What follows belongs to an exercise in optimizing a design on an open flow for small area, a short achievable clock period and few clock cycles; a production flow would make more cautious choices.
The RTL was checked by simulation tests, not by an equivalence proof against the original design.
Power and IR drop assume default switching activity.

==> flow/design.v, too long to show whole: its modules and the start of the top module <==
// module mul_unit: 2468 lines
module mul_unit
    (
        input logic clk,
        input logic rst,
        input logic [1:0] issue_fn3,
        input logic [31:0] rs1,
        input logic [31:0] rs2,
        input logic issue_new_request,
        input logic [3:0] issue_id,
        output logic issue_ready,
        input logic wb_ack,
        output logic wb_done,
        output logic [3:0] wb_id,
        output logic [31:0] wb_rd
    );
  // ...
==> flow/flow/run.sh <==
#!/bin/bash
# The standard ORFS layout (standard.sh) with two changes:
#  - SYNTH_ARGS=-noabc: Yosys's synth skips its quick "abc -fast" pass, so
#    the full adders written in the RTL reach extract_fa as written; the
#    registers are the same as the standard synthesis's;
#  - the port buffers that buffer_ports inserts are plain buffers
#    (buf_4) instead of the default delay cells.
cp standard.sh standard_sh_copy.log
export BUFFER_PORTS_ARGS="-buffer_cell sky130_fd_sc_hd__buf_4"
bash standard.sh SYNTH_ARGS=-noabc finish > standard.log 2>&1
status=$?
tail -50 standard.log
exit $status
==> flow/standard.sh <==
#!/bin/bash
# synth_recipe.tcl (not shown) runs the flow's synth.tcl, then flattens the netlist and writes it again
# the make line also repeats each setting of config.mk as NAME=value (left out here)
make -C /OpenROAD-flow-scripts/flow DESIGN_CONFIG=/design/flow/config.mk WORK_HOME=/design/flow/orfs CLKGATE_MAP_FILE= SYNTH_SCRIPT=/design/flow/synth_recipe.tcl "${@:-finish}"
==> flow/config.mk <==
export PLATFORM = sky130hd
export DESIGN_NAME = mul_unit
export DESIGN_NICKNAME = mul_unit
export VERILOG_FILES = /design/flow/design.v
export SDC_FILE = /design/flow/constraint.sdc
export NUM_CORES = 4
export LEC_CHECK = 0
export CAP_MARGIN = 20
export CORE_MARGIN = 2
export CORE_UTILIZATION = 40
export CTS_BUF_LIST = sky130_fd_sc_hd__clkbuf_4 sky130_fd_sc_hd__clkbuf_8
export SETUP_SLACK_MARGIN = 4
export SLEW_MARGIN = 20
==> flow/constraint.sdc <==
create_clock -name core_clock -period 10.0 [get_ports {clk}]
set_input_delay 2.0000 -clock core_clock [delete_from_list [all_inputs] [get_ports {clk}]]
set_output_delay 2.0000 -clock core_clock [all_outputs]
set_load 0.01 [all_outputs]
==> summary.txt, run 1 <==
Synthesis
  • Mux cell area share after synthesis: 0.6507%
  • Yosys warning count: 1
  • Area share of fa/ha/maj cells after synthesis: 40.91%
  • Most frequent cell after synthesis: xnor2_1

STA
  • Final worst setup slack: 3.979 ns
  • Setup violations, final: 0
  • Least-Margin Pin Slew: 0.9984 ns
  • Max-slew violations: 0

Route
  • Detailed-routing wirelength on met1: 36.08 mm
  • DRT Pass-1 Iters: 5

Power and ir drop
  • Sequential power share: 12.3%
  • NetSw: 5.021 mW

Setup path
  • FF-to-FF setup slack: 6.55 ns

Hold path
  • Hold Path End: held_rd[24]$_DFF_P_

Finish
  • Seq cells: 152
  • Repair and plain buffers: 187
  • Reg with most FFs: cut_q
  • Largest regs: cut_q x113, held_rd x32, id_r x4
  • Fin cells: 3,633

Outcome
  • Status: finished clean

Place
  • HPWL after detailed placement: 68.55 mm
  • Post-Place Worst Slack: 2.824 ns
  • Final Wtd Congestion: 0.9283

Clock network
  • Worst skew pair latency: 0.56 ns
  • Clk slew on worst S/H paths: 0.11 ns

Global route
  • Overflow after GRT: 0
Testbench counts, summed over its fixed seeds: cycles 16,008.
==> inputs of run 2 (changes only) <==
==> flow/flow/run.sh (replaced) <==
#!/bin/bash
# The standard ORFS layout (standard.sh) with two changes:
#  - SYNTH_ARGS=-noabc: Yosys's synth skips its quick "abc -fast" pass, so
#    the full adders written in the RTL reach extract_fa as written; the
#    registers are the same as the standard synthesis's;
#  - the port buffers that buffer_ports inserts are plain buffers
#    (buf_2) instead of the default delay cells.
cp standard.sh standard_sh_copy.log
export BUFFER_PORTS_ARGS="-buffer_cell sky130_fd_sc_hd__buf_2"
bash standard.sh SYNTH_ARGS=-noabc finish > standard.log 2>&1
status=$?
tail -50 standard.log
exit $status
--- a/flow/config.mk
+++ b/flow/config.mk
@@ -8,6 +8,5 @@
 export CAP_MARGIN = 20
 export CORE_MARGIN = 2
 export CORE_UTILIZATION = 40
-export CTS_BUF_LIST = sky130_fd_sc_hd__clkbuf_4 sky130_fd_sc_hd__clkbuf_8
 export SETUP_SLACK_MARGIN = 4
 export SLEW_MARGIN = 20
==> run 2 against run 1 <==
  * Utilization is 0.074 points higher
  * Critical path type unchanged
  * Non-clock buffer count is 15 higher
  * Register-to-register slack improved by 0.02 ns
  * Still clean
  * Die area stayed put
  * Sequential power hardly changed
  * Clock power rose by 26%
  * Critical path depth unchanged
  * Highest routed layer unchanged
  * Wire length is 0.25% higher
  * Count of clock-buffer cells in the layout grew 2
  * Cell count increased by 0.50%
==> summary.txt, run 2 <==
Power and ir drop
  • Power share of the clock group: 6.8% (was 5.4%)
  • Logic pwr share: 80.9% (was 82.4%)
  • Pwr dens: 342.0 nW/µm² (was 340.7 nW/µm²)
  • NetSw: 5.055 mW (was 5.021 mW)
  • Switching Share: 49.68% (was 49.62%)
  • Sequential power share: 12.3% (about the same)
  • P_leak: 11.47 nW (was 11.35 nW)
  • Internal: 5.120 mW (was 5.098 mW)
  • Worst vdd ir: 0.1716 mV (was 0.1797 mV)

Route
  • Via density: 6.081 (was 6.050)
  • Drt wl/cell: 24.69 µm (was 24.75 µm)
  • DRT Pass-1 Iters: 8 (was 5)
  • Post-DRT Antenna Nets: 0 (unchanged)
  • Routed vias: 22,200 (was 21,980)
  • Post-route DRC: 0 (unchanged)
  • DR iter-0 viols: 2,009 (was 2,058)
  • Wirelength, routed: 90.15 mm (was 89.93 mm)

Floorplan
  • # rows: 95 (unchanged)
  • Die Wd: 264.4 µm (unchanged)
  • Initial Util: 40.37% (unchanged)
  • I/O pin cnt: 112 (unchanged)
  • Die ar.: 69,880 µm² (unchanged)
  • Height of the die: 264.4 µm (unchanged)
  • Core Region: 67,160 µm² (unchanged)

Finish
  • Final instance area: 29,750 µm² (was 29,700 µm²)
  • Final net count: 3,443 (was 3,424)
  • N_diodes: 0 (was 1)
  • Commonest non-fill, non-tap cell in the layout: xnor2_1 (unchanged)
  • Area Overhead vs Synth: 9.732% (was 9.548%)
  • Max reg flops: 113 (unchanged)
  • Share of cells above drive strength 1: 12.06% (was 11.67%)
  • Fin cells: 3,651 (was 3,633)
  • Final core utilization: 44.30% (was 44.23%)
  • Most frequent cells in the layout: xnor2_1, fa_1, o22ai_1 (unchanged)
  • Largest regs: cut_q x113, held_rd x32, id_r x4 (unchanged)
  • Reg with most FFs: cut_q (unchanged)

Setup path
  • CP cell instances: ha_4 > a21o_1 > a21o_1 > a221o_1 > a221oi_2 > o211a_4 > a21oi_4 > a211o_1 > o21a_1 > or3_1 > and3_4 > o31a_1 > buf_2 (was ha_4 > a21o_1 > a21o_1 > a221o_1 > a221oi_2 > o211a_4 > a21oi_4 > a211o_1 > o21a_1 > or3_1 > and3_4 > o31a_1 > buf_6)
  • CP endpoint kind: output port (unchanged)
  • Most used cell along the critical path: a21o_1 (unchanged)
  • CP Class: reg -> out (unchanged)
  • Crit-path max FO: 4 (unchanged)
  • Critical Path RT: 8.00 ns (about the same)
  • FF-to-FF setup slack: 6.57 ns (was 6.55 ns)
  • CP top delay family: compound AO/OA/AOI/OAI gates (unchanged)
  • Buf/Inv on CP: 1 (unchanged)
  • CP arrival: 3.96 ns (was 4.02 ns)
  • Crit start category: flip-flop (unchanged)
  • Largest stage delay on the critical path: 0.40 ns (was 0.38 ns)
  • Cell at the slowest stage of the critical path: a221o_1 (unchanged)

Synthesis
  • Leading cell types by count after synthesis: xnor2_1, fa_1, o22ai_1 (unchanged)
  • Post-synth EDFFs: 5 (unchanged)
  • Ys async rst share: 0% (unchanged)
  • Mapped Avg Cell Area: 9.725 µm² (unchanged)
  • Synth area leader: fa_1 (unchanged)
  • Predominant post-synthesis flop cell: dfxtp_1 (unchanged)
  • Yosys warning count: 1 (unchanged)
  • Synth area leaders: fa_1, xnor2_1, dfxtp_1 (unchanged)
  • Post-synth top area share: 34.78% (unchanged)
  • Syn_nets: 3,466 (unchanged)
  • Post-Syn Area: 27,110 µm² (unchanged)
  • Most frequent cell after synthesis: xnor2_1 (unchanged)
  • FF+latch count, synth: 152 (unchanged)
  • Sequential element share of the synthesized area: 11.41% (unchanged)
  • Post-Synthesis Cells: 2,788 (unchanged)
  • Synth cell types: 58 (unchanged)

STA
  • Final Cycle Share: 59.61% (was 60.21%)
  • Worst Skew: 0.01829 ns (was 0.01922 ns)
  • Fmax achieved: 167.7 MHz (was 166.1 MHz)
  • Final worst setup slack: 4.039 ns (was 3.979 ns)
  • Max-slew violations: 0 (unchanged)
  • Fin. Hold Viols: 0 (unchanged)
  • Final worst path period need: 5.961 ns (was 6.021 ns)
  • TNS Setup: 0 ns (unchanged)
  • RSZ-0062 raised after global routing: yes (unchanged)
  • Setup violations, final: 0 (unchanged)
  • Slew headroom: 34.78% (was 33.14%)
  • Least-Margin Pin Slew: 0.9739 ns (was 0.9984 ns)

Clock network
  • Worst skew pair latency: 0.50 ns (was 0.56 ns)
  • Clk root buf: clkbuf_16 (was clkbuf_8)
  • CTS tree: yes (unchanged)
  • Clock sinks: 152 (unchanged)
  • CTS H-tree lvls: 4 (unchanged)
  • Total CTS buffers: 17 (unchanged)
  • CTS max path bufs: 2 (unchanged)
  • Clk slew on worst S/H paths: 0.08 ns (was 0.11 ns)

Place
  • Final Wtd Congestion: 0.9106 (was 0.9283)
  • HPWL after detailed placement: 67.99 mm (was 68.55 mm)
  • Dpl cells: 3,574 (was 3,569)
  • Buffers on Ports: 111 (unchanged)
  • Post-DP Area: 28,360 µm² (was 28,600 µm²)
  • Post-Place Worst Slack: 2.908 ns (was 2.824 ns)

Global route
  • Met1 Use GR: 32.16% (was 33.08%)
  • GR met2 Demand/Resource: 42.96% (was 42.01%)
  • Largest net degree at the start of global routing: 66 (unchanged)
  • Antenna violations before repair: 0 (was 2)
  • M3 GR Usage: 5.323% (was 5.304%)
  • Overflow after GRT: 0 (unchanged)
  • First-pass GRT wire length: 139.0 mm (was 138.6 mm)
  • Overall Global Routing Usage: 25.95% (about the same)
  • Vias in the first global route: 23,720 (was 23,570)
  • GR peak layer: met2 (unchanged)

Hold path
  • Min-Delay Path Class: reg -> reg (unchanged)

Outcome
  • Status: finished clean (unchanged)

Job
  • Maxcap violations: 0 (unchanged)
run 2: cell type report:
cell class	count	area [µm²]
Clock buffer	19	464.2
Timing Repair inverter	6	46.29
Tap cell	873	1092
Inverter	107	465.4
Sequential cell	152	3107
Fill cell	6262	37410
Timing Repair Buffer	202	1333
Multi-Input combinational cell	2279	23110
Clock inverter	13	136.4
run 2: final timing paths:
check                      start                   to  depth (start not counted)
max            cut_q[51]$_DFF_P_            wb_rd[22]                         13
min          held_rd[24]$_DFF_P_  held_rd[24]$_DFF_P_                          2
max reg2reg    cut_q[51]$_DFF_P_  held_rd[22]$_DFF_P_                         12
min reg2reg  held_rd[24]$_DFF_P_  held_rd[24]$_DFF_P_                          2
run 2: repair_timing:
action	4_1_cts	5_1_grt
pin swaps	16	16
gates cloned	6	4
resized for setup	52	52
buffers inserted	8	27
hold buffers	0	0
setup endpoints to repair	80	54
run 2: power groups by stage:
stage / logic, mW / registers [mW] / clock network (mW)
4_1_cts: 8.19 / 1.25 / 0.706
5_1_grt: 9.22 / 1.28 / 0.728
3_3_place_gp: 7.84 / 1.25 / 0
2_1_floorplan: 5.49 / 1.20 / 0
3_5_place_dp: 8.06 / 1.25 / 0
6_report: 8.24 / 1.25 / 0.688
run 2: tightest hold or removal path: stages (launching register included):
cell	delay, ns
dfxtp_1	0.30
inv_1	0.04
a21oi_1	0.06
run 2: cell families after synthesis:
kind of cell | share of synthesized area [%]
buf+inv | 4.998
mux | 0.6507
simple gates | 5.076
fa+ha+maj | 40.91
xor+xnor | 19.48
compound gates | 17.48
flops | 11.41
run 2: through the flow:
stage               hold WS (ns)  total power, mW
finish                    0.4540            10.18
global placement          0.4451            9.091
global route              0.4836            11.23
CTS                       0.4566            10.14
detailed placement        0.4460            9.308
floorplan                 0.4837            6.692
run 2: routing by layer:
| metal | vias up | part of all wire [%] |
|---|---|---|
| met1 | 11190 | 40 |
| met3 | 288 | 7.7 |
| li1 | 9627 | - |
| met5 | - | 0 |
| met4 | 0 | 5.3 |
| met2 | 1098 | 47 |
==> inputs of run 3 (changes only) <==
--- a/flow/config.mk
+++ b/flow/config.mk
@@ -8,5 +8,7 @@
 export CAP_MARGIN = 20
 export CORE_MARGIN = 2
 export CORE_UTILIZATION = 40
+export GPL_ROUTABILITY_DRIVEN = 0
+export GPL_TIMING_DRIVEN = 0
 export SETUP_SLACK_MARGIN = 4
 export SLEW_MARGIN = 20
==> run 3 against run 2 <==
  * Still clean
  * Synthesized area is the same
  * Via count increased by 5.5%
  * Combinational power increased by 4.2%
  * Total power rose by 3.5%
  * Count of clock-buffer cells in the layout rose by 1
  * Critical path depth shrank 1
  * Global-route usage is 3.1 points higher
  * Cell area rose by 1.5%
  * Critical path type is now in -> reg
  * Critical endpoint is now cut_q[75]$_DFF_P_
==> summary.txt, run 3 <==
Outcome
  • Status: finished clean (unchanged)

Clock network
  • Worst skew pair latency: 0.49 ns (was 0.50 ns)
  • Clk slew on worst S/H paths: 0.07 ns (was 0.08 ns)
  • Total CTS buffers: 17 (unchanged)
  • CTS tree: yes (unchanged)
  • Post-CTS Hold Fix Bufs: 0 (unchanged)
  • CTS max path bufs: 2 (unchanged)
  • Clk root buf: clkbuf_16 (unchanged)
  • Clock sinks: 152 (unchanged)
  • CTS H-tree lvls: 4 (unchanged)

Setup path
  • Most used cell along the critical path: fa_1 (was a21o_1)
  • Critical Path RT: 10.36 ns (was 8.00 ns)
  • Cell at the slowest stage of the critical path: fa_1 (was a221o_1)
  • Buf/Inv on CP: 3 (was 1)
  • Crit-path max FO: 10 (was 4)
  • CP top delay family: adder cells (was compound AO/OA/AOI/OAI gates)
  • CP endpoint kind: flip-flop (was output port)
  • Crit start category: input port (was flip-flop)
  • CP cell instances: buf_2 > ha_1 > nor2b_1 > buf_2 > buf_2 > xnor2_1 > o22ai_1 > fa_1 > fa_1 > fa_1 > fa_1 > fa_1 (was ha_4 > a21o_1 > a21o_1 > a221o_1 > a221oi_2 > o211a_4 > a21oi_4 > a211o_1 > o21a_1 > or3_1 > and3_4 > o31a_1 > buf_2)
  • CP Class: in -> reg (was reg -> out)
  • CP arrival: 6.36 ns (was 3.96 ns)
  • Largest stage delay on the critical path: 0.61 ns (was 0.40 ns)

Route
  • Wirelength, routed: 101.7 mm (was 90.15 mm)
  • Routed vias: 23,430 (was 22,200)
  • DRT Pass-1 Iters: 6 (was 8)
  • Post-DRT Antenna Nets: 0 (unchanged)
  • DR iter-0 viols: 2,897 (was 2,009)
  • Post-route DRC: 0 (unchanged)
  • Via density: 6.184 (was 6.081)
  • Drt wl/cell: 26.83 µm (was 24.69 µm)

Finish
  • Area Overhead vs Synth: 11.41% (was 9.732%)
  • Share of cells above drive strength 1: 12.93% (was 12.06%)
  • Most frequent cells in the layout: xnor2_1, fa_1, o22ai_1 (unchanged)
  • Largest regs: cut_q x113, held_rd x32, id_r x4 (unchanged)
  • Final core utilization: 44.98% (was 44.30%)
  • N_diodes: 0 (unchanged)
  • Max reg flops: 113 (unchanged)
  • # fillers: 6,387 (was 6,262)
  • Reg with most FFs: cut_q (unchanged)
  • Commonest non-fill, non-tap cell in the layout: xnor2_1 (unchanged)
  • Final net count: 3,582 (was 3,443)
  • Final instance area: 30,210 µm² (was 29,750 µm²)

Synthesis
  • Post-synth top area share: 34.78% (unchanged)
  • Syn_nets: 3,466 (unchanged)
  • Post-Syn Area: 27,110 µm² (unchanged)
  • Predominant post-synthesis flop cell: dfxtp_1 (unchanged)
  • Leading cell types by count after synthesis: xnor2_1, fa_1, o22ai_1 (unchanged)
  • Ys async rst share: 0% (unchanged)
  • Synth cell types: 58 (unchanged)
  • Yosys warning count: 1 (unchanged)
  • FF+latch count, synth: 152 (unchanged)
  • Post-Synthesis Cells: 2,788 (unchanged)
  • Mapped Avg Cell Area: 9.725 µm² (unchanged)
  • Most frequent cell after synthesis: xnor2_1 (unchanged)
  • Synth area leaders: fa_1, xnor2_1, dfxtp_1 (unchanged)
  • Post-synth EDFFs: 5 (unchanged)
  • Synth area leader: fa_1 (unchanged)
  • Sequential element share of the synthesized area: 11.41% (unchanged)

STA
  • Least-Margin Pin Slew: 1.110 ns (was 0.9739 ns)
  • Worst Skew: 0.01135 ns (was 0.01829 ns)
  • Hold_ws: 0.4522 ns (was 0.4540 ns)
  • Setup violations, final: 0 (unchanged)
  • Final Cycle Share: 59.96% (was 59.61%)
  • TNS Setup: 0 ns (unchanged)
  • Max-slew violations: 0 (unchanged)
  • Fin. Hold Viols: 0 (unchanged)
  • RSZ-0062 raised after global routing: yes (unchanged)
  • Fmax achieved: 166.8 MHz (was 167.7 MHz)
  • Final worst path period need: 5.996 ns (was 5.961 ns)
  • Slew headroom: 25.21% (was 34.78%)

Power and ir drop
  • Design Power: 10.53 mW (was 10.18 mW)
  • Sequential power share: 11.8% (was 12.3%)
  • Switching Share: 50.14% (was 49.68%)
  • Pwr dens: 348.7 nW/µm² (was 342.0 nW/µm²)
  • P_leak: 11.74 nW (was 11.47 nW)
  • Internal: 5.252 mW (was 5.120 mW)
  • Logic pwr share: 81.6% (was 80.9%)
  • Worst vdd ir: 0.2115 mV (was 0.1716 mV)
  • NetSw: 5.281 mW (was 5.055 mW)
  • Power share of the clock group: 6.7% (was 6.8%)

Floorplan
  • Die Wd: 264.4 µm (unchanged)
  • I/O pin cnt: 112 (unchanged)
  • Height of the die: 264.4 µm (unchanged)
  • Core Region: 67,160 µm² (unchanged)
  • Initial Util: 40.37% (unchanged)
  • # rows: 95 (unchanged)
  • Die ar.: 69,880 µm² (unchanged)

Global route
  • Overflow after GRT: 0 (unchanged)
  • Vias in the first global route: 24,210 (was 23,720)
  • Overall Global Routing Usage: 29.05% (was 25.95%)
  • Largest net degree at the start of global routing: 17 (was 66)
  • Antenna violations before repair: 4 (was 0)
  • First-pass GRT wire length: 149.6 mm (was 139.0 mm)

Hold path
  • Min-Delay Path Class: reg -> reg (unchanged)

Place
  • Buffers on Ports: 79 (was 111)
  • HPWL after detailed placement: 84.17 mm (was 67.99 mm)
  • Post-DP Area: 28,700 µm² (was 28,360 µm²)

Job
  • Maxcap violations: 0 (unchanged)
-- run 3: changes by cell type in the layout (fill, tap and decap cells not counted), sizes merged --
cell           previous run  this run
nor2                     88        87
clkdlybuf4s15             0        10
buf                     201       160
clkinvlp                  5         2
bufinv                    2         3
nor2b                    49        47
clkbuf                   20       200
clkinv                   10         4
-- run 3: kinds of logic (layout without fill, tap and decap cells) --
logic type               Yosys count  after routing  synth area share, %
buffers and inverters            360            488                4.998
XOR/XNOR                         603            603                19.48
adder cells (fa/ha/maj)          604            604                40.91
multiplexers                      17             17               0.6507
AND/OR/NAND/NOR                  293            293                5.076
AO/OA/AOI/OAI                    759            759                17.48
flip-flops                       152            152                11.41
-- run 3: timing repair --
item	CTS	global route
pin swaps	10	16
setup endpoints to repair	93	63
cloned	0	0
gates resized for setup	163	174
buffers inserted	7	9
-- run 3: tightest hold or removal path, stage by stage (launching register included) --
cell     delay, ns
dfxtp_1       0.30
inv_1         0.04
a21oi_1       0.06
-- run 3: cell type report --
cell class              count  area (µm²)  area share [%]
multi-input cells        2276       23020           76.22
flip-flops and latches    152        3100           10.26
plain buffers             253        1409           4.664
well taps                 873        1092           3.616
repair buffers             97       541.8           1.794
clock buffers              20       467.9           1.549
inverters                 107       410.4           1.359
clock inverters            11       160.2          0.5302
-- run 3: power groups by stage --
stage	clock [mW]	sequential [mW]	combinational [mW]
floorplan	0	1.20	5.49
detailed placement	0	1.24	8.41
global route	0.741	1.27	9.55
CTS	0.720	1.23	8.58
finish	0.702	1.24	8.59
global placement	0	1.24	8.29
-- run 3: worst paths after layout --
| check | from | endpoint | slack [ns] | cells after the start |
|---|---|---|---|---|
| setup reg to reg | cut_q[51]$_DFF_P_ | held_rd[22]$_DFF_P_ | 6.58 | 12 |
| hold / removal | held_rd[7]$_DFF_P_ | held_rd[7]$_DFF_P_ | 0.45 | 2 |
| setup / recovery | rs2[25] | cut_q[75]$_DFF_P_ | 4.00 | 12 |
| hold reg to reg | held_rd[7]$_DFF_P_ | held_rd[7]$_DFF_P_ | 0.45 | 2 |
-- run 3: metrics by stage --
| step | instances | worst slack [ns] |
|---|---|---|
| finish | 3789 | 4.004 |
| global route | 3789 | 3.930 |
| CTS | 3780 | 3.966 |
| detailed placement | 3742 | 2.661 |
| global placement | 3740 | 2.669 |
| floorplan | 2788 | 4.002 |
-- run 3: routing by layer --
| layer | up-vias | GRT usage, % | routed length [µm] |
|---|---|---|---|
| li1 | 9874 | - | - |
| met1 | 11580 | 36.66 | 37910 |
| met2 | 1615 | 44.27 | 44040 |
| met3 | 354 | 7.060 | 11530 |
| met4 | 6 | 19.44 | 8137 |
| met5 | - | 0 | 38 |
==> inputs of run 4 (changes only) <==
--- a/flow/config.mk
+++ b/flow/config.mk
@@ -7,8 +7,7 @@
 export LEC_CHECK = 0
 export CAP_MARGIN = 20
 export CORE_MARGIN = 2
-export CORE_UTILIZATION = 40
-export GPL_ROUTABILITY_DRIVEN = 0
-export GPL_TIMING_DRIVEN = 0
-export SETUP_SLACK_MARGIN = 4
+export CORE_UTILIZATION = 55
+export PLACE_DENSITY = 0.9
+export SETUP_SLACK_MARGIN = 4.1
 export SLEW_MARGIN = 20
==> run 4 against run 3 <==
  * Sequential power up 3%
  * Register-to-register slack better by 0.02 ns
  * Critical endpoint is now wb_rd[22]
  * Setup slack improved by 0.11 ns
  * Critical path type is now reg -> out
  * Combinational power is 1% lower
  * Utilization is 16 points higher
  * Largest cell class unchanged
  * Total power shrank 0.74%
  * Critical path depth up 2
==> summary.txt, run 4 <==
Floorplan
  • Core Region: 48,850 µm² (was 67,160 µm²)
  • Initial Util: 55.50% (was 40.37%)
  • Height of the die: 226.0 µm (was 264.4 µm)
  • Die Wd: 226.0 µm (was 264.4 µm)
  • Die ar.: 51,090 µm² (was 69,880 µm²)
  • I/O pin cnt: 112 (unchanged)
  • # rows: 81 (was 95)

Route
  • Drt wl/cell: 25.66 µm (was 26.83 µm)
  • Wirelength, routed: 88.52 mm (was 101.7 mm)
  • Routed vias: 23,620 (was 23,430)
  • DRT Pass-1 Iters: 8 (was 6)
  • Post-DRT Antenna Nets: 0 (unchanged)
  • Via density: 6.849 (was 6.184)
  • Post-route DRC: 0 (unchanged)
  • DR iter-0 viols: 3,158 (was 2,897)

Place
  • Post-Place Worst Slack: 2.350 ns (was 2.661 ns)
  • Dpl cells: 3,354 (was 3,742)
  • Final Wtd Congestion: 0.9827
  • Buffers on Ports: 111 (was 79)
  • Post-DP Area: 28,020 µm² (was 28,700 µm²)
  • HPWL after detailed placement: 62.43 mm (was 84.17 mm)

Global route
  • Overall Global Routing Usage: 34.32% (was 29.05%)
  • First-pass GRT wire length: 132.9 mm (was 149.6 mm)
  • Overflow after GRT: 0 (unchanged)
  • Vias in the first global route: 24,250 (was 24,210)
  • Antenna violations before repair: 1 (was 4)
  • Largest net degree at the start of global routing: 66 (was 17)

Finish
  • Max reg flops: 113 (unchanged)
  • N_diodes: 0 (unchanged)
  • Fin cells: 3,449 (was 3,789)
  • Final net count: 3,450 (was 3,582)
  • Largest regs: cut_q x113, held_rd x32, id_r x4 (unchanged)
  • Reg with most FFs: cut_q (unchanged)
  • Commonest non-fill, non-tap cell in the layout: xnor2_1 (unchanged)
  • Share of cells above drive strength 1: 13.25% (was 12.93%)
  • Most frequent cells in the layout: xnor2_1, fa_1, o22ai_1 (unchanged)
  • Area Overhead vs Synth: 10.10% (was 11.41%)
  • Final instance area: 29,850 µm² (was 30,210 µm²)

STA
  • Final worst setup slack: 4.110 ns (was 4.004 ns)
  • Final Cycle Share: 58.90% (was 59.96%)
  • Slew headroom: 41.45% (was 25.21%)
  • Hold_ws: 0.4521 ns (was 0.4522 ns)
  • RSZ-0062 raised after global routing: yes (unchanged)
  • Fmax achieved: 169.8 MHz (was 166.8 MHz)
  • Max-slew violations: 0 (unchanged)
  • Least-Margin Pin Slew: 0.8742 ns (was 1.110 ns)
  • Final worst path period need: 5.890 ns (was 5.996 ns)
  • Worst Skew: 0.01557 ns (was 0.01135 ns)
  • Setup violations, final: 0 (unchanged)
  • TNS Setup: 0 ns (unchanged)
  • Fin. Hold Viols: 0 (unchanged)

Clock network
  • Clk root buf: clkbuf_16 (unchanged)
  • Clock sinks: 152 (unchanged)
  • CTS max path bufs: 2 (unchanged)
  • CTS H-tree lvls: 4 (unchanged)
  • CTS tree: yes (unchanged)
  • Clk slew on worst S/H paths: 0.08 ns (was 0.07 ns)
  • Post-CTS Hold Fix Bufs: 0 (unchanged)
  • Worst skew pair latency: 0.48 ns (was 0.49 ns)
  • Total CTS buffers: 17 (unchanged)

Setup path
  • FF-to-FF setup slack: 6.60 ns (was 6.58 ns)
  • CP arrival: 3.89 ns (was 6.36 ns)
  • CP endpoint kind: output port (was flip-flop)
  • Critical Path RT: 8.00 ns (was 10.36 ns)
  • Crit-path max FO: 4 (was 10)
  • CP Class: reg -> out (was in -> reg)
  • Crit start category: flip-flop (was input port)

Power and ir drop
  • NetSw: 5.204 mW (was 5.281 mW)
  • Pwr dens: 350.2 nW/µm² (was 348.7 nW/µm²)
  • Switching Share: 49.77% (was 50.14%)
  • P_leak: 11.55 nW (was 11.74 nW)
  • Worst vdd ir: 0.2363 mV (was 0.2115 mV)
  • Power share of the clock group: 6.6% (was 6.7%)
  • Internal: 5.251 mW (was 5.252 mW)
  • Sequential power share: 12.3% (was 11.8%)
  • Logic pwr share: 81.1% (was 81.6%)

Synthesis
  • FF+latch count, synth: 152 (unchanged)
  • Mapped Avg Cell Area: 9.725 µm² (unchanged)
  • Post-synth EDFFs: 5 (unchanged)
  • Post-Synthesis Cells: 2,788 (unchanged)
  • Synth area leaders: fa_1, xnor2_1, dfxtp_1 (unchanged)
  • Post-synth top area share: 34.78% (unchanged)
  • Yosys warning count: 1 (unchanged)
  • Synth cell types: 58 (unchanged)
  • Leading cell types by count after synthesis: xnor2_1, fa_1, o22ai_1 (unchanged)
  • Syn_nets: 3,466 (unchanged)
  • Synth area leader: fa_1 (unchanged)
  • Most frequent cell after synthesis: xnor2_1 (unchanged)
  • Post-Syn Area: 27,110 µm² (unchanged)
  • Ys async rst share: 0% (unchanged)
  • Sequential element share of the synthesized area: 11.41% (unchanged)
  • Predominant post-synthesis flop cell: dfxtp_1 (unchanged)

Hold path
  • Min-Delay Path Class: reg -> reg (unchanged)

Job
  • Maxcap violations: 0 (unchanged)

Outcome
  • Status: finished clean (unchanged)
-- run 4: cell counts after synthesis --
No cell type changed its count.
-- run 4: area by class of cell --
class                   count  area (µm²)
clock buffers              17       425.4
clock inverters            15       198.9
fillers                  3718       19000
inverters                 107       489.2
multi-input cells        2279       23290
flip-flops and latches    152        3110
well taps                 664       830.8
repair buffers            208        1450
repair inverters            7       51.30
-- run 4: path summary, 6_finish.rpt --
path | depth (start not counted) | from | to
worst max-delay path | 14 | cut_q[44]$_DFF_P_ | wb_rd[22]
worst min-delay path | 2 | held_rd[21]$_DFF_P_ | held_rd[21]$_DFF_P_
worst max register to register | 14 | cut_q[51]$_DFF_P_ | held_rd[30]$_DFF_P_
worst min register to register | 2 | held_rd[21]$_DFF_P_ | held_rd[21]$_DFF_P_
-- run 4: cell families (layout without fill, tap and decap cells) --
group	after synthesis	in the layout	synth area share (%)
AO/OA/AOI/OAI	759	759	17.48
buffers and inverters	360	354	4.998
AND/OR/NAND/NOR	293	296	5.076
XOR/XNOR	603	603	19.48
multiplexers	17	17	0.6507
adder cells (fa/ha/maj)	604	604	40.91
flip-flops	152	152	11.41
-- run 4: worst max-delay path: stages, from the launching register on --
cell and delay (ns):
dfxtp_1 0.39, ha_4 0.23, a21o_1 0.19, a221oi_2 0.31, o21ai_1 0.14, and3_4 0.25, o211ai_1 0.16, buf_4 0.21
a21oi_4 0.08, a211o_1 0.31, o21a_1 0.22, or3_1 0.31, and3_4 0.20, o31a_1 0.27, buf_2 0.15
-- run 4: metal layers --
metal	track usage (%)	wire, µm
met3	11.37	12520
met5	0	0
met1	41.20	29680
met4	24.85	7684
met2	51.74	38630
-- run 4: power by group through the flow --
stage,registers (mW),clock network [mW],logic (mW)
2_1_floorplan,1.20,0,5.50
3_3_place_gp,1.25,0,7.35
3_5_place_dp,1.25,0,7.92
4_1_cts,1.26,0.699,8.03
5_1_grt,1.30,0.725,9.26
6_report,1.28,0.691,8.48
-- run 4: per-stage QoR --
step	util [%]	power (mW)
2_1_floorplan	-	6.698
3_3_place_gp	57.35	8.599
3_5_place_dp	57.36	9.172
4_1_cts	59.68	9.985
5_1_grt	61.11	11.28
6_report	61.11	10.45
-- run 4: what timing repair did --
| item | 4_1_cts | 5_1_grt |
|---|---|---|
| gates resized for setup | 60 | 88 |
| endpoints found under the setup margin | 100 | 62 |
| buffers inserted | 22 | 29 |
| pin swaps | 8 | 24 |
| gates cloned | 8 | 4 |
==> inputs of run 5 (changes only) <==
--- a/flow/config.mk
+++ b/flow/config.mk
@@ -7,7 +7,7 @@
 export LEC_CHECK = 0
 export CAP_MARGIN = 20
 export CORE_MARGIN = 2
-export CORE_UTILIZATION = 55
-export PLACE_DENSITY = 0.9
-export SETUP_SLACK_MARGIN = 4.1
+export CORE_UTILIZATION = 40
+export PLACE_DENSITY = 0.8
+export SETUP_SLACK_MARGIN = 4.15
 export SLEW_MARGIN = 20
==> run 5 against run 4 <==
  * Count of clock-buffer cells in the layout rose by 2
  * Critical path depth fell by 2
  * Largest cell class unchanged
  * Sequential cell count did not move
  * Highest routed layer unchanged
  * Fmax fell by 0.81%
  * Clock skew rose by 0.0037 ns
  * Sequential share of layout area fell by 0.067 points
  * Cell count rose by 6.0%
  * Setup slack got worse by 0.048 ns
  * Non-clock buffer count fell by 5
==> summary.txt, run 5 <==
Place
  • HPWL after detailed placement: 64.40 mm (was 62.43 mm)
  • Final Wtd Congestion: 0.9570 (was 0.9827)
  • Buffers on Ports: 111 (unchanged)

Setup path
  • Buf/Inv on CP: 1 (was 2)
  • CP arrival: 3.94 ns (was 3.89 ns)
  • CP top delay family: compound AO/OA/AOI/OAI gates (unchanged)
  • CP endpoint kind: output port (unchanged)
  • CP Class: reg -> out (unchanged)
  • Crit start category: flip-flop (unchanged)
  • CP cell instances: ha_1 > and4_4 > a221o_1 > a221oi_2 > o211a_4 > a21oi_2 > a211o_1 > o21a_1 > or3_1 > and3_1 > o31a_1 > buf_2 (was ha_4 > a21o_1 > a221oi_2 > o21ai_1 > and3_4 > o211ai_1 > buf_4 > a21oi_4 > a211o_1 > o21a_1 > or3_1 > and3_4 > o31a_1 > buf_2)
  • Largest stage delay on the critical path: 0.38 ns (was 0.39 ns)
  • Critical Path RT: 8.00 ns (about the same)
  • Crit-path max FO: 3 (was 4)
  • FF-to-FF setup slack: 6.57 ns (was 6.60 ns)
  • Cell at the slowest stage of the critical path: a221o_1 (was dfxtp_1)

Finish
  • Reg with most FFs: cut_q (unchanged)
  • Commonest non-fill, non-tap cell in the layout: xnor2_1 (unchanged)
  • Area Overhead vs Synth: 10.63% (was 10.10%)
  • Share of cells above drive strength 1: 12.94% (was 13.25%)
  • Largest regs: cut_q x113, held_rd x32, id_r x4 (unchanged)
  • Most frequent cells in the layout: xnor2_1, fa_1, o22ai_1 (unchanged)
  • Max reg flops: 113 (unchanged)
  • Final core utilization: 44.66% (was 61.11%)
  • Final net count: 3,446 (was 3,450)

Clock network
  • CTS max path bufs: 2 (unchanged)
  • Post-CTS Hold Fix Bufs: 0 (unchanged)
  • Clk root buf: clkbuf_16 (unchanged)
  • Worst skew pair latency: 0.48 ns (about the same)
  • CTS tree: yes (unchanged)
  • CTS H-tree lvls: 4 (unchanged)
  • Clk slew on worst S/H paths: 0.08 ns (about the same)
  • Total CTS buffers: 17 (unchanged)
  • Clock sinks: 152 (unchanged)

STA
  • Slew headroom: 40.85% (was 41.45%)
  • TNS Setup: 0 ns (unchanged)
  • Final Cycle Share: 59.38% (was 58.90%)
  • Final worst path period need: 5.938 ns (was 5.890 ns)
  • Max-slew violations: 0 (unchanged)
  • Fmax achieved: 168.4 MHz (was 169.8 MHz)
  • Setup violations, final: 0 (unchanged)
  • RSZ-0062 raised after global routing: yes (unchanged)
  • Fin. Hold Viols: 0 (unchanged)
  • Worst Skew: 0.01928 ns (was 0.01557 ns)
  • Least-Margin Pin Slew: 0.8873 ns (was 0.8742 ns)

Power and ir drop
  • P_leak: 11.53 nW (was 11.55 nW)
  • Pwr dens: 336.0 nW/µm² (was 350.2 nW/µm²)
  • Worst vdd ir: 0.2087 mV (was 0.2363 mV)

Global route
  • Vias in the first global route: 23,550 (was 24,250)
  • Overflow after GRT: 0 (unchanged)
  • Largest net degree at the start of global routing: 66 (unchanged)
  • Overall Global Routing Usage: 24.87% (was 34.32%)
  • First-pass GRT wire length: 134.3 mm (was 132.9 mm)
  • Antenna violations before repair: 2 (was 1)

Synthesis
  • Predominant post-synthesis flop cell: dfxtp_1 (unchanged)
  • Synth area leaders: fa_1, xnor2_1, dfxtp_1 (unchanged)
  • Ys async rst share: 0% (unchanged)
  • Sequential element share of the synthesized area: 11.41% (unchanged)
  • Post-Syn Area: 27,110 µm² (unchanged)
  • Leading cell types by count after synthesis: xnor2_1, fa_1, o22ai_1 (unchanged)
  • Synth area leader: fa_1 (unchanged)
  • Post-synth top area share: 34.78% (unchanged)
  • Yosys warning count: 1 (unchanged)
  • Mapped Avg Cell Area: 9.725 µm² (unchanged)
  • Most frequent cell after synthesis: xnor2_1 (unchanged)
  • Post-Synthesis Cells: 2,788 (unchanged)
  • Post-synth EDFFs: 5 (unchanged)
  • FF+latch count, synth: 152 (unchanged)
  • Syn_nets: 3,466 (unchanged)
  • Synth cell types: 58 (unchanged)

Outcome
  • Status: finished clean (unchanged)

Floorplan
  • # rows: 95 (was 81)
  • Initial Util: 40.37% (was 55.50%)
  • Die ar.: 69,880 µm² (was 51,090 µm²)
  • Height of the die: 264.4 µm (was 226.0 µm)
  • Core Region: 67,160 µm² (was 48,850 µm²)
  • Die Wd: 264.4 µm (was 226.0 µm)
  • I/O pin cnt: 112 (unchanged)

Route
  • DRT Pass-1 Iters: 6 (was 8)
  • DR iter-0 viols: 2,977 (was 3,158)
  • Post-DRT Antenna Nets: 0 (unchanged)
  • Via density: 6.328 (was 6.849)
  • Wirelength, routed: 88.26 mm (was 88.52 mm)
  • Post-route DRC: 0 (unchanged)
  • Routed vias: 23,140 (was 23,620)
  • Drt wl/cell: 24.14 µm (was 25.66 µm)

Job
  • Maxcap violations: 0 (unchanged)

Hold path
  • Min-Delay Path Class: reg -> reg (unchanged)
run 5: final timing paths:
kind	end	from	depth (start not counted)
worst min register to register	held_rd[16]$_DFF_P_	held_rd[16]$_DFF_P_	2
worst max-delay path	wb_rd[22]	cut_q[49]$_DFF_P_	12
worst max register to register	held_rd[22]$_DFF_P_	cut_q[49]$_DFF_P_	11
worst min-delay path	held_rd[16]$_DFF_P_	held_rd[16]$_DFF_P_	2
run 5: cells by family after synthesis:
kind of cell    count (synthesis)  share of synthesized area, %
mux                            17                        0.6507
fa+ha+maj                     604                         40.91
buf+inv                       360                         4.998
simple gates                  293                         5.076
xor+xnor                      603                         19.48
flops                         152                         11.41
compound gates                759                         17.48
run 5: area by class of cell:
| type | count | area [µm²] |
|---|---|---|
| sequential | 152 | 3105 |
| clock buffer | 19 | 442.9 |
| timing repair buffer | 203 | 1425 |
| fill | 6111 | 37160 |
| antenna | 2 | 5.005 |
| tap | 873 | 1092 |
| timing repair inverter | 7 | 55.05 |
| multi-input combinational | 2280 | 23260 |
| inverter | 107 | 496.7 |
| clock inverter | 13 | 116.4 |
run 5: power breakdown:
group,internal [mW],total (mW),switching (mW)
Clock,0.331,0.643,0.312
Combinational,3.60,8.18,4.58
Sequential,1.12,1.25,0.133
Total,5.05,10.1,5.03
run 5: metal layers:
| layer | vias up | global-route usage, % | wire length, µm |
|---|---|---|---|
| met4 | 0 | 14.96 | 6142 |
| met2 | 1789 | 38.74 | 39410 |
| li1 | 9627 | - | - |
| met3 | 441 | 7.181 | 11230 |
| met1 | 11280 | 30.60 | 31470 |
| met5 | - | 0 | 0 |
run 5: through the flow:
stage | instances | setup WS, ns | cell area (µm²) | power, mW | hold slack (ns)
finish | 3656 | 4.062 | 30000 | 10.08 | 0.4548
global route | 3655 | 3.929 | 29990 | 11.06 | 0.4785
CTS | 3637 | 4.051 | 29440 | 9.872 | 0.4585
detailed placement | 3567 | 3.126 | 28330 | 9.086 | 0.4469
global placement | 3567 | 3.182 | 28330 | 8.695 | 0.4386
floorplan | 2788 | 4.139 | 27370 | 6.716 | 0.4837
run 5: what timing repair did:
item,in CTS,in global routing
endpoints found under the setup margin,89,70
buffers inserted,28,14
resized for setup,63,80
pin swaps,11,14
hold endpoints to repair,0,0
gates cloned,10,3
run 5: worst register-to-register path: stages, from the launching register on:
cell,delay [ns]
dfxtp_2,0.36
ha_1,0.32
and4_4,0.22
a221o_1,0.38
a221oi_2,0.34
o211a_4,0.27
a21oi_2,0.08
a211o_1,0.31
o21a_1,0.21
or3_1,0.30
and3_1,0.22
o31a_1,0.29
==> inputs of run 6 (changes only) <==
--- a/flow/config.mk
+++ b/flow/config.mk
@@ -9,5 +9,5 @@
 export CORE_MARGIN = 2
 export CORE_UTILIZATION = 40
 export PLACE_DENSITY = 0.8
-export SETUP_SLACK_MARGIN = 4.15
+export SETUP_SLACK_MARGIN = 4
 export SLEW_MARGIN = 20
==> run 6 against run 5 <==
  * Still clean on timing, DRC and antenna
  * Sequential share of layout area grew 0.058 points
  * Utilization shrank 0.34 points
  * Clock skew shrank 0.0036 ns
  * Sequential power is essentially flat
  * Fmax shrank 0.30%
  * Non-clock buffer count shrank 3
  * Hold slack lost 0.0011 ns
  * First-iteration DRC count shrank 1.9%
  * Setup slack lost 0.018 ns
  * Synthesized cell count is the same
  * Count of clock-buffer cells in the layout is the same
  * Total power grew 0.56%
  * Critical endpoint unchanged
==> summary.txt, run 6 <==
Outcome
  • Status: finished clean (unchanged)

Setup path
  • CP Class: reg -> out (unchanged)
  • Cell at the slowest stage of the critical path: a221o_1 (unchanged)
  • R2R depth: 11 (unchanged)
  • CP arrival: 3.96 ns (was 3.94 ns)
  • CP endpoint kind: output port (unchanged)
  • FF-to-FF setup slack: 6.55 ns (was 6.57 ns)
  • CP cell instances: ha_1 > and4_4 > a221o_1 > a221oi_2 > o211a_4 > a21oi_2 > a211o_1 > o21a_1 > or3_1 > and3_4 > o31a_1 > buf_2 (was ha_1 > and4_4 > a221o_1 > a221oi_2 > o211a_4 > a21oi_2 > a211o_1 > o21a_1 > or3_1 > and3_1 > o31a_1 > buf_2)
  • Crit start category: flip-flop (unchanged)
  • Critical Path RT: 8.00 ns (about the same)
  • CP top delay family: compound AO/OA/AOI/OAI gates (unchanged)
  • WP depth: 12 (unchanged)
  • Buf/Inv on CP: 1 (unchanged)
  • Crit-path max FO: 3 (unchanged)
  • Largest stage delay on the critical path: 0.39 ns (was 0.38 ns)

STA
  • Setup violations, final: 0 (unchanged)
  • Fmax achieved: 167.9 MHz (was 168.4 MHz)
  • Final worst path period need: 5.956 ns (was 5.938 ns)
  • Slew headroom: 42.30% (was 40.85%)
  • Final Cycle Share: 59.56% (was 59.38%)
  • Worst Skew: 0.01570 ns (was 0.01928 ns)
  • TNS Setup: 0 ns (unchanged)
  • RSZ-0062 raised after global routing: yes (unchanged)
  • Max-slew violations: 0 (unchanged)
  • Fin. Hold Viols: 0 (unchanged)
  • Least-Margin Pin Slew: 0.8656 ns (was 0.8873 ns)

Route
  • Routed vias: 22,760 (was 23,140)
  • Drt wl/cell: 23.89 µm (was 24.14 µm)
  • Post-route DRC: 0 (unchanged)
  • DRT Pass-1 Iters: 6 (unchanged)
  • DR iter-0 viols: 2,921 (was 2,977)
  • Via density: 6.234 (was 6.328)
  • Wirelength, routed: 87.22 mm (was 88.26 mm)
  • Post-DRT Antenna Nets: 0 (unchanged)

Finish
  • Final net count: 3,442 (was 3,446)
  • Final instance area: 29,770 µm² (was 30,000 µm²)
  • Reg with most FFs: cut_q (unchanged)
  • Share of cells above drive strength 1: 12.32% (was 12.94%)
  • Most frequent cells in the layout: xnor2_1, fa_1, o22ai_1 (unchanged)
  • Max reg flops: 113 (unchanged)
  • # fillers: 6,088 (was 6,111)
  • Fin cells: 3,651 (was 3,656)
  • Area Overhead vs Synth: 9.788% (was 10.63%)
  • Largest regs: cut_q x113, held_rd x32, id_r x4 (unchanged)
  • Commonest non-fill, non-tap cell in the layout: xnor2_1 (unchanged)

Global route
  • First-pass GRT wire length: 134.0 mm (was 134.3 mm)
  • M3 GR Usage: 6.335% (was 7.181%)
  • Overflow after GRT: 0 (unchanged)
  • Overall Global Routing Usage: 24.74% (was 24.87%)
  • Vias in the first global route: 23,390 (was 23,550)
  • Met1 Use GR: 31.02% (was 30.60%)
  • Largest net degree at the start of global routing: 66 (unchanged)
  • Antenna violations before repair: 1 (was 2)
  • GR peak layer: met2 (unchanged)
  • GR met2 Demand/Resource: 38.95% (was 38.74%)

Place
  • Final Wtd Congestion: 0.9502 (was 0.9570)
  • Buffers on Ports: 111 (unchanged)
  • HPWL after detailed placement: 64.42 mm (was 64.40 mm)
  • Dpl cells: 3,567 (unchanged)
  • Post-DP Area: 28,310 µm² (was 28,330 µm²)

Clock network
  • Post-CTS Hold Fix Bufs: 0 (unchanged)
  • CTS tree: yes (unchanged)
  • Worst skew pair latency: 0.47 ns (was 0.48 ns)
  • Total CTS buffers: 17 (unchanged)
  • CTS max path bufs: 2 (unchanged)
  • Clk root buf: clkbuf_16 (unchanged)
  • Clk slew on worst S/H paths: 0.07 ns (was 0.08 ns)
  • Clock sinks: 152 (unchanged)
  • CTS H-tree lvls: 4 (unchanged)

Synthesis
  • Syn_nets: 3,466 (unchanged)
  • Post-synth EDFFs: 5 (unchanged)
  • Post-Syn Area: 27,110 µm² (unchanged)
  • Mapped Avg Cell Area: 9.725 µm² (unchanged)
  • Most frequent cell after synthesis: xnor2_1 (unchanged)
  • Synth cell types: 58 (unchanged)
  • Synth area leader: fa_1 (unchanged)
  • Synth area leaders: fa_1, xnor2_1, dfxtp_1 (unchanged)
  • Yosys warning count: 1 (unchanged)
  • Predominant post-synthesis flop cell: dfxtp_1 (unchanged)
  • Ys async rst share: 0% (unchanged)
  • Post-synth top area share: 34.78% (unchanged)
  • Sequential element share of the synthesized area: 11.41% (unchanged)
  • Post-Synthesis Cells: 2,788 (unchanged)
  • FF+latch count, synth: 152 (unchanged)
  • Leading cell types by count after synthesis: xnor2_1, fa_1, o22ai_1 (unchanged)

Floorplan
  • Core Region: 67,160 µm² (unchanged)
  • I/O pin cnt: 112 (unchanged)
  • Height of the die: 264.4 µm (unchanged)
  • Initial Util: 40.37% (unchanged)
  • Die ar.: 69,880 µm² (unchanged)
  • # rows: 95 (unchanged)
  • Die Wd: 264.4 µm (unchanged)

Power and ir drop
  • Worst vdd ir: 0.2327 mV (was 0.2087 mV)
  • Power share of the clock group: 6.6% (was 6.4%)
  • Internal: 5.095 mW (was 5.052 mW)
  • P_leak: 11.43 nW (was 11.53 nW)
  • Design Power: 10.13 mW (was 10.08 mW)
  • Sequential power share: 12.3% (was 12.4%)
  • NetSw: 5.039 mW (was 5.026 mW)
  • Switching Share: 49.72% (was 49.87%)
  • Logic pwr share: 81.1% (was 81.2%)
  • Pwr dens: 340.4 nW/µm² (was 336.0 nW/µm²)

Hold path
  • Number of cells on the worst hold path: 2 (unchanged)
  • Min-Delay Path Class: reg -> reg (unchanged)

Job
  • Maxcap violations: 0 (unchanged)
-- run 6: worst paths after layout --
kind | from | endpoint
setup / recovery | cut_q[55]$_DFF_P_ | wb_rd[22]
hold / removal | held_rd[19]$_DFF_P_ | held_rd[19]$_DFF_P_
setup reg to reg | cut_q[55]$_DFF_P_ | held_rd[22]$_DFF_P_
hold reg to reg | held_rd[19]$_DFF_P_ | held_rd[19]$_DFF_P_
-- run 6: power by group through the flow --
stage | registers [mW] | logic (mW) | clock network, mW
4_1_cts | 1.24 | 8.04 | 0.677
3_5_place_dp | 1.25 | 7.91 | 0
5_1_grt | 1.27 | 9.14 | 0.697
2_1_floorplan | 1.20 | 5.49 | 0
6_report | 1.25 | 8.22 | 0.665
3_3_place_gp | 1.24 | 7.57 | 0
-- run 6: cell families (layout without fill, tap and decap cells) --
family	after synthesis	in the layout	share of synthesized area (%)
AOI/OAI and AO/OA	759	759	17.48
adders and majority gates	604	604	40.91
xor gates and xnor gates	603	603	19.48
buffers and inverters	360	348	4.998
and+or+nand+nor	293	294	5.076
DFF	152	152	11.41
muxes	17	17	0.6507
other	0	1	0
-- run 6: through the flow --
stage / hold WS, ns / utilization, % / worst slack [ns]
global placement: 0.4397 / 42.14 / 3.084
floorplan: 0.4837 / - / 4.002
CTS: 0.4567 / 43.55 / 3.988
finish: 0.4538 / 44.32 / 4.044
global route: 0.4850 / 44.32 / 3.911
detailed placement: 0.4468 / 42.15 / 2.971
-- run 6: tightest hold or removal path, delay by kind of cell (launching register included) --
kind | cells | cell delay [ns]
AOI/OAI and AO/OA | 1 | 0.06
buffers and inverters | 1 | 0.04
DFF | 1 | 0.30
-- run 6: final cells by class --
| cell class | instances | area (µm²) | area share, % |
|---|---|---|---|
| Sequential cell | 152 | 3099 | 10.41 |
| Tap cell | 873 | 1092 | 3.669 |
| Inverter | 107 | 493.0 | 1.656 |
| Antenna cell | 1 | 2.502 | 0.008407 |
| Clock inverter | 13 | 135.1 | 0.4540 |
| Multi-Input combinational cell | 2277 | 23120 | 77.68 |
| Clock buffer | 19 | 442.9 | 1.488 |
| Timing Repair Buffer | 200 | 1309 | 4.397 |
| Timing Repair inverter | 9 | 68.82 | 0.2312 |
-- run 6: what timing repair did --
action / 4_1_cts / 5_1_grt
pin swaps: 5 / 19
gates cloned: 7 / 4
buffers inserted: 13 / 27
setup endpoints to repair: 66 / 65
gates resized for setup: 45 / 58
-- run 6: routing by layer --
| metal | up-vias | part of all wire [%] |
|---|---|---|
| met2 | 1663 | 45 |
| met5 | - | 0 |
| met1 | 11110 | 37 |
| met3 | 367 | 12 |
| met4 | 0 | 5.9 |
| li1 | 9617 | - |
==> inputs of run 7 (changes only) <==
--- a/flow/config.mk
+++ b/flow/config.mk
@@ -8,6 +8,7 @@
 export CAP_MARGIN = 20
 export CORE_MARGIN = 2
 export CORE_UTILIZATION = 40
+export CTS_BUF_LIST = sky130_fd_sc_hd__clkbuf_8
 export PLACE_DENSITY = 0.8
 export SETUP_SLACK_MARGIN = 4
 export SLEW_MARGIN = 20
==> run 7 against run 6 <==
  * Via count is 0.57% lower
  * Sequential share of layout area is 0.17 points higher
  * Synthesized area stayed put
  * Critical path depth stayed put
  * Synthesized cell count stayed put
  * Clock skew is 0.0076 ns higher
  * Cell area is 1.5% lower
  * Clock power is 25% lower
  * Critical path type unchanged
  * Critical endpoint unchanged
  * Largest cell class unchanged
==> summary.txt, run 7 <==
Clock network
  • CTS tree: yes (unchanged)
  • Total CTS buffers: 17 (unchanged)
  • Clock sinks: 152 (unchanged)
  • Clk slew on worst S/H paths: 0.11 ns (was 0.07 ns)
  • Post-CTS Hold Fix Bufs: 0 (unchanged)
  • Clk root buf: clkbuf_8 (was clkbuf_16)
  • CTS H-tree lvls: 4 (unchanged)
  • Worst skew pair latency: 0.54 ns (was 0.47 ns)
  • CTS max path bufs: 2 (unchanged)

Synthesis
  • Post-Synthesis Cells: 2,788 (unchanged)
  • Ys async rst share: 0% (unchanged)
  • Post-Syn Area: 27,110 µm² (unchanged)
  • Post-synth EDFFs: 5 (unchanged)
  • Mux cell area share after synthesis: 0.6507% (unchanged)
  • Simple-gate share of the synthesized area: 5.076% (unchanged)
  • Synth area leader: fa_1 (unchanged)
  • FF+latch count, synth: 152 (unchanged)
  • Compound-cell area share of the yosys netlist: 17.48% (unchanged)
  • Post-Synth XOR/XNOR Area: 19.48% (unchanged)
  • Leading cell types by count after synthesis: xnor2_1, fa_1, o22ai_1 (unchanged)
  • Synth area leaders: fa_1, xnor2_1, dfxtp_1 (unchanged)
  • Predominant post-synthesis flop cell: dfxtp_1 (unchanged)
  • Syn_nets: 3,466 (unchanged)
  • Synth cell types: 58 (unchanged)
  • Sequential element share of the synthesized area: 11.41% (unchanged)
  • Post-synth top area share: 34.78% (unchanged)
  • Largest family of logic cells by synthesized area: adder cells (unchanged)
  • Area share of fa/ha/maj cells after synthesis: 40.91% (unchanged)
  • Mapped Avg Cell Area: 9.725 µm² (unchanged)
  • Most frequent cell after synthesis: xnor2_1 (unchanged)
  • Yosys warning count: 1 (unchanged)

Finish
  • Share of cells above drive strength 1: 11.52% (was 12.32%)
  • Max reg flops: 113 (unchanged)
  • Reg with most FFs: cut_q (unchanged)
  • Area Overhead vs Synth: 8.177% (was 9.788%)
  • Commonest non-fill, non-tap cell in the layout: xnor2_1 (unchanged)
  • Largest regs: cut_q x113, held_rd x32, id_r x4 (unchanged)
  • Final core utilization: 43.67% (was 44.32%)
  • Most frequent cells in the layout: xnor2_1, fa_1, o22ai_1 (unchanged)
  • Final net count: 3,425 (was 3,442)

Power and ir drop
  • Switching Share: 50.25% (was 49.72%)
  • Sequential power share: 12.6% (was 12.3%)
  • P_leak: 11.21 nW (was 11.43 nW)
  • Design Power: 9.914 mW (was 10.13 mW)
  • Internal: 4.933 mW (was 5.095 mW)
  • Pwr dens: 338.0 nW/µm² (was 340.4 nW/µm²)
  • Worst vdd ir: 0.2303 mV (was 0.2327 mV)
  • Logic pwr share: 82.4% (was 81.1%)
  • Power share of the clock group: 5.0% (was 6.6%)
  • NetSw: 4.982 mW (was 5.039 mW)

Route
  • Post-route DRC: 0 (unchanged)
  • DR iter-0 viols: 2,596 (was 2,921)
  • Drt wl/cell: 23.60 µm (was 23.89 µm)
  • Post-DRT Antenna Nets: 0 (unchanged)
  • DRT Pass-1 Iters: 6 (unchanged)
  • Wirelength, routed: 85.80 mm (was 87.22 mm)
  • Routed vias: 22,630 (was 22,760)
  • Via density: 6.226 (was 6.234)

Setup path
  • Critical Path RT: 8.00 ns (about the same)
  • CP endpoint kind: output port (unchanged)
  • R2R depth: 11 (unchanged)
  • CP Class: reg -> out (unchanged)
  • Crit start category: flip-flop (unchanged)
  • CP arrival: 3.98 ns (was 3.96 ns)
  • Crit-path max FO: 3 (unchanged)

STA
  • Final worst setup slack: 4.025 ns (was 4.044 ns)
  • Setup violations, final: 0 (unchanged)
  • Max-slew violations: 0 (unchanged)
  • Fmax achieved: 167.4 MHz (was 167.9 MHz)
  • Least-Margin Pin Slew: 0.8366 ns (was 0.8656 ns)
  • Final worst path period need: 5.975 ns (was 5.956 ns)
  • TNS Setup: 0 ns (unchanged)
  • Slew headroom: 44.23% (was 42.30%)
  • Worst Skew: 0.02332 ns (was 0.01570 ns)
  • Fin. Hold Viols: 0 (unchanged)
  • RSZ-0062 raised after global routing: yes (unchanged)
  • Final Cycle Share: 59.75% (was 59.56%)

Global route
  • Antenna violations before repair: 2 (was 1)
  • Vias in the first global route: 23,240 (was 23,390)
  • Overflow after GRT: 0 (unchanged)
  • Largest net degree at the start of global routing: 66 (unchanged)
  • Overall Global Routing Usage: 24.38% (was 24.74%)
  • First-pass GRT wire length: 132.3 mm (was 134.0 mm)

Floorplan
  • I/O pin cnt: 112 (unchanged)
  • Initial Util: 40.37% (unchanged)
  • Height of the die: 264.4 µm (unchanged)
  • Die ar.: 69,880 µm² (unchanged)
  • Core Region: 67,160 µm² (unchanged)
  • # rows: 95 (unchanged)
  • Die Wd: 264.4 µm (unchanged)

Job
  • Maxcap violations: 0 (unchanged)

Place
  • HPWL after detailed placement: 64.42 mm (unchanged)
  • Post-Place Worst Slack: 2.971 ns (unchanged)
  • Final Wtd Congestion: 0.9502 (unchanged)
  • Buffers on Ports: 111 (unchanged)

Outcome
  • Status: finished clean (unchanged)

Hold path
  • Number of cells on the worst hold path: 2 (unchanged)
  • Min-Delay Path Class: reg -> reg (unchanged)
==> run 7: cell counts after synthesis <==
Identical to the previous run, type by type.
==> run 7: repair_timing <==
action	CTS	global route
gates cloned	4	4
setup endpoints to repair	57	53
buffers inserted	9	17
pin swaps	8	12
gates resized for setup	40	51
==> run 7: final timing paths <==
path                                          start                  end  slack, ns
worst max-delay path              cut_q[50]$_DFF_P_            wb_rd[22]       4.02
worst min register to register  held_rd[19]$_DFF_P_  held_rd[19]$_DFF_P_       0.46
worst max register to register    cut_q[50]$_DFF_P_  held_rd[22]$_DFF_P_       6.61
worst min-delay path            held_rd[19]$_DFF_P_  held_rd[19]$_DFF_P_       0.46
==> run 7: per-stage QoR <==
step                      area [µm²]  hold slack, ns  std cells
final                          29330          0.4591       3635
after detailed placement       28310          0.4468       3567
after global placement         28300          0.4397       3567
after global routing           29330          0.4898       3634
after floorplan                27180          0.4837       2788
after CTS                      28970          0.4612       3612
==> run 7: power by group through the flow <==
stage	clock [mW]	combinational, mW	sequential (mW)
2_1_floorplan	0	5.49	1.20
6_report	0.496	8.17	1.25
4_1_cts	0.508	8.02	1.24
3_3_place_gp	0	7.57	1.24
3_5_place_dp	0	7.91	1.25
5_1_grt	0.529	9.08	1.28
==> run 7: final cells by class <==
cell class                 count  area, µm²
multi-input combinational   2277      23070
clock buffer                  18      247.7
tap                          873       1092
fill                        6159      37830
sequential                   152       3103
inverter                     107      465.4
timing repair inverter         7      52.55
timing repair buffer         185       1155
clock inverter                14      138.9
antenna                        2      5.005
==> run 7: cell families after synthesis <==
kind of cell,after synthesis
flip-flops,152
XOR/XNOR,603
adder cells (fa/ha/maj),604
multiplexers,17
AO/OA/AOI/OAI,759
buffers and inverters,360
AND/OR/NAND/NOR,293
==> run 7: layer usage <==
metal	GRT usage (%)	wire (µm)	part of all wire (%)	up-vias
met3	6.010	9853	11	340
met4	13.10	4923	5.7	0
met1	30.73	31880	37	11090
met2	38.63	39140	46	1614
met5	0	0	0	-
li1	-	-	-	9588
==> run 7: critical path: stages (launching register included) <==
cell and delay, ns:
dfxtp_2 0.38, ha_2 0.28, and4_4 0.21, a221o_1 0.39, a221oi_2 0.32, o211a_4 0.26
a21oi_2 0.08, a211o_1 0.33, o21a_1 0.21, or3_4 0.33, and3_4 0.20, o31a_1 0.28
buf_2 0.15
==> inputs of run 8 (changes only) <==
--- a/flow/config.mk
+++ b/flow/config.mk
@@ -5,10 +5,10 @@
 export SDC_FILE = /design/flow/constraint.sdc
 export NUM_CORES = 4
 export LEC_CHECK = 0
-export CAP_MARGIN = 20
+export CAP_MARGIN = 5
 export CORE_MARGIN = 2
 export CORE_UTILIZATION = 40
 export CTS_BUF_LIST = sky130_fd_sc_hd__clkbuf_8
 export PLACE_DENSITY = 0.8
 export SETUP_SLACK_MARGIN = 4
-export SLEW_MARGIN = 20
+export SLEW_MARGIN = 5
==> run 8 against run 7 <==
  * Non-clock buffer count up 2
  * Clock power grew 5.4%
  * Cell area is essentially flat
  * Still clean
  * Setup slack got worse by 0.045 ns
  * Largest power group unchanged
==> summary.txt, run 8 <==
Finish
  • Max reg flops: 113 (unchanged)
  • Final net count: 3,428 (was 3,425)
  • Reg with most FFs: cut_q (unchanged)
  • Share of cells above drive strength 1: 11.36% (was 11.52%)
  • N_diodes: 0 (was 2)
  • Most frequent cells in the layout: xnor2_1, fa_1, o22ai_1 (unchanged)
  • Area Overhead vs Synth: 8.265% (was 8.177%)
  • Largest regs: cut_q x113, held_rd x32, id_r x4 (unchanged)
  • Commonest non-fill, non-tap cell in the layout: xnor2_1 (unchanged)

Synthesis
  • Post-Synthesis Cells: 2,788 (unchanged)
  • Sequential element share of the synthesized area: 11.41% (unchanged)
  • Mapped Avg Cell Area: 9.725 µm² (unchanged)
  • Syn_nets: 3,466 (unchanged)
  • Post-Syn Area: 27,110 µm² (unchanged)
  • FF+latch count, synth: 152 (unchanged)
  • Synth area leader: fa_1 (unchanged)
  • Yosys warning count: 1 (unchanged)
  • Ys async rst share: 0% (unchanged)
  • Synth area leaders: fa_1, xnor2_1, dfxtp_1 (unchanged)
  • Synth cell types: 58 (unchanged)
  • Leading cell types by count after synthesis: xnor2_1, fa_1, o22ai_1 (unchanged)
  • Post-synth EDFFs: 5 (unchanged)
  • Post-synth top area share: 34.78% (unchanged)
  • Predominant post-synthesis flop cell: dfxtp_1 (unchanged)
  • Most frequent cell after synthesis: xnor2_1 (unchanged)

Clock network
  • Worst skew pair latency: 0.55 ns (was 0.54 ns)
  • Total CTS buffers: 17 (unchanged)
  • CTS tree: yes (unchanged)
  • CTS H-tree lvls: 4 (unchanged)
  • CTS max path bufs: 2 (unchanged)
  • Clk root buf: clkbuf_8 (unchanged)
  • Clk slew on worst S/H paths: 0.10 ns (was 0.11 ns)
  • Clock sinks: 152 (unchanged)

Power and ir drop
  • P_leak: 11.24 nW (was 11.21 nW)
  • Worst vdd ir: 0.2476 mV (was 0.2303 mV)
  • Design Power: 9.928 mW (was 9.914 mW)
  • Pwr dens: 338.2 nW/µm² (was 338.0 nW/µm²)

Route
  • DR iter-0 viols: 2,523 (was 2,596)
  • Wirelength, routed: 85.85 mm (was 85.80 mm)
  • Post-route DRC: 0 (unchanged)
  • Post-DRT Antenna Nets: 0 (unchanged)
  • Drt wl/cell: 23.61 µm (was 23.60 µm)
  • Routed vias: 22,670 (was 22,630)
  • Via density: 6.236 (was 6.226)
  • DRT Pass-1 Iters: 6 (unchanged)

STA
  • Final worst setup slack: 3.980 ns (was 4.025 ns)
  • Fmax achieved: 166.1 MHz (was 167.4 MHz)
  • Final Cycle Share: 60.20% (was 59.75%)
  • Worst Skew: 0.02434 ns (was 0.02332 ns)
  • Least-Margin Pin Slew: 1.200 ns (was 0.8366 ns)
  • Hold_ws: 0.4567 ns (was 0.4591 ns)
  • Fin. Hold Viols: 0 (unchanged)
  • TNS Setup: 0 ns (unchanged)
  • Slew headroom: 19.68% (was 44.23%)
  • Final worst path period need: 6.020 ns (was 5.975 ns)
  • RSZ-0062 raised after global routing: yes (unchanged)
  • Setup violations, final: 0 (unchanged)
  • Max-slew violations: 0 (unchanged)

Global route
  • Largest net degree at the start of global routing: 66 (unchanged)
  • Vias in the first global route: 23,160 (was 23,240)
  • Antenna violations before repair: 1 (was 2)
  • First-pass GRT wire length: 132.0 mm (was 132.3 mm)
  • Overflow after GRT: 0 (unchanged)
  • Overall Global Routing Usage: 24.35% (was 24.38%)

Setup path
  • Critical Path RT: 8.00 ns (about the same)
  • Crit-path max FO: 4 (was 3)
  • CP endpoint kind: output port (unchanged)
  • Crit start category: flip-flop (unchanged)
  • CP arrival: 4.02 ns (was 3.98 ns)
  • CP Class: reg -> out (unchanged)

Place
  • Final Wtd Congestion: 0.9502 (unchanged)
  • HPWL after detailed placement: 64.43 mm (was 64.42 mm)
  • Post-Place Worst Slack: 2.978 ns (was 2.971 ns)
  • Buffers on Ports: 111 (unchanged)

Floorplan
  • Core Region: 67,160 µm² (unchanged)
  • Height of the die: 264.4 µm (unchanged)
  • Die Wd: 264.4 µm (unchanged)
  • Initial Util: 40.37% (unchanged)
  • I/O pin cnt: 112 (unchanged)
  • Die ar.: 69,880 µm² (unchanged)
  • # rows: 95 (unchanged)

Job
  • Maxcap violations: 0 (unchanged)

Hold path
  • Min-Delay Path Class: reg -> reg (unchanged)

Outcome
  • Status: finished clean (unchanged)
run 8: cell families (layout without fill, tap and decap cells):
kind of cell | Yosys count | after routing | synth area share, %
buffers and inverters | 360 | 334 | 4.998
DFF | 152 | 152 | 11.41
xor gates and xnor gates | 603 | 603 | 19.48
and+or+nand+nor | 293 | 294 | 5.076
adders and majority gates | 604 | 604 | 40.91
muxes | 17 | 17 | 0.6507
AOI/OAI and AO/OA | 759 | 759 | 17.48
run 8: area by class of cell:
cell class / count / area, µm²
repair buffers: 187 / 1170
well taps: 873 / 1092
multi-input cells: 2277 / 23060
repair inverters: 8 / 61.31
inverters: 107 / 465.4
clock buffers: 18 / 247.7
fillers: 6147 / 37800
clock inverters: 14 / 161.4
flip-flops and latches: 152 / 3100
run 8: report_power, final:
part           internal [mW]  switching, mW
combinational           3.60           4.55
sequential              1.12          0.132
clock                  0.235          0.288
total                   4.95           4.97
run 8: per-layer routing:
metal / global-route usage, % / vias up / share of wire (%)
met5: 0 / - / 0.016
met4: 13.10 / 2 / 6.4
met3: 6.781 / 369 / 12
met2: 38.39 / 1618 / 45
met1: 30.33 / 11090 / 37
li1: - / 9591 / -
run 8: critical path, stage by stage, from the launching register on:
cell	delay, ns
dfxtp_1	0.33
ha_1	0.32
and3_4	0.21
a221oi_2	0.24
o21ai_1	0.14
and3_4	0.25
o211ai_1	0.19
buf_4	0.21
a21oi_2	0.09
a211o_1	0.29
o21a_1	0.20
or3_1	0.32
and3_4	0.20
o31a_1	0.32
buf_2	0.15
run 8: stage by stage:
stage               util [%]  std cells  area (µm²)
global route           43.71       3636       29350
finish                 43.71       3636       29350
floorplan                  -       2788       27180
detailed placement     42.14       3567       28300
CTS                    43.15       3612       28980
global placement       42.14       3567       28300
run 8: final timing paths:
check / startpoint / endpoint / slack (ns) / cells after the start
setup / recovery: cut_q[42]$_DFF_P_ / wb_rd[22] / 3.98 / 14
hold / removal: held_rd[25]$_DFF_P_ / held_rd[25]$_DFF_P_ / 0.46 / 2
setup reg to reg: cut_q[42]$_DFF_P_ / held_rd[22]$_DFF_P_ / 6.57 / 13
hold reg to reg: held_rd[25]$_DFF_P_ / held_rd[25]$_DFF_P_ / 0.46 / 2
run 8: timing repair:
action,CTS,global route
pin swaps,4,11
buffers inserted,9,19
gates resized for setup,39,48
hold buffers,0,0
endpoints found under the setup margin,57,54
gates cloned,4,5

[port drivers added, routing unchanged]
How much do the figures lean on ideal ports? The routed layouts below were timed once more, with nothing changed but the port constraints.
Step 1: set_driving_cell puts a clkbuf_16 on clk and a buf_2 on each other input, an assumption about the parent block.
Step 2 moves the port delays by t, midway between the first and last clock arrival at a register: inputs arrive t later, outputs are due t later. That takes back most of the time a late clock gives input paths.
Slacks: no drivers / after step 1 / after step 2; pairs: no drivers / after step 1.
run	t, ns	setup WS [ns]	hold WS [ns]	worst slew at a driven data input, ns	cell pins on the clock port's net
run 1	0.617	3.979 / 3.918 / 3.443	0.458 / 0.458 / 0.458	0.08	1
run 2	0.556	4.039 / 3.977 / 3.555	0.454 / 0.454 / 0.454	0.07	1
run 3	0.550	4.004 / 3.998 / 3.499	0.452 / 0.452 / 0.452	0.09	1
run 4	0.523	4.110 / 4.055 / 3.589	0.452 / 0.452 / 0.452	0.07	1
run 5	0.534	4.062 / 3.999 / 3.715	0.455 / 0.455 / 0.455	0.10	1
run 6	0.528	4.044 / 3.984 / 3.553	0.454 / 0.454 / 0.454	0.10	1
run 7	0.588	4.025 / 3.966 / 3.542	0.459 / 0.459 / 0.459	0.09	1
run 8	0.601	3.980 / 3.920 / 3.465	0.457 / 0.457 / 0.457	0.08	1
After both steps setup and hold are still met in every run listed. The setup slack of run 1, which loses most, moves by -0.061 ns with the drivers and by -0.536 ns with both steps.
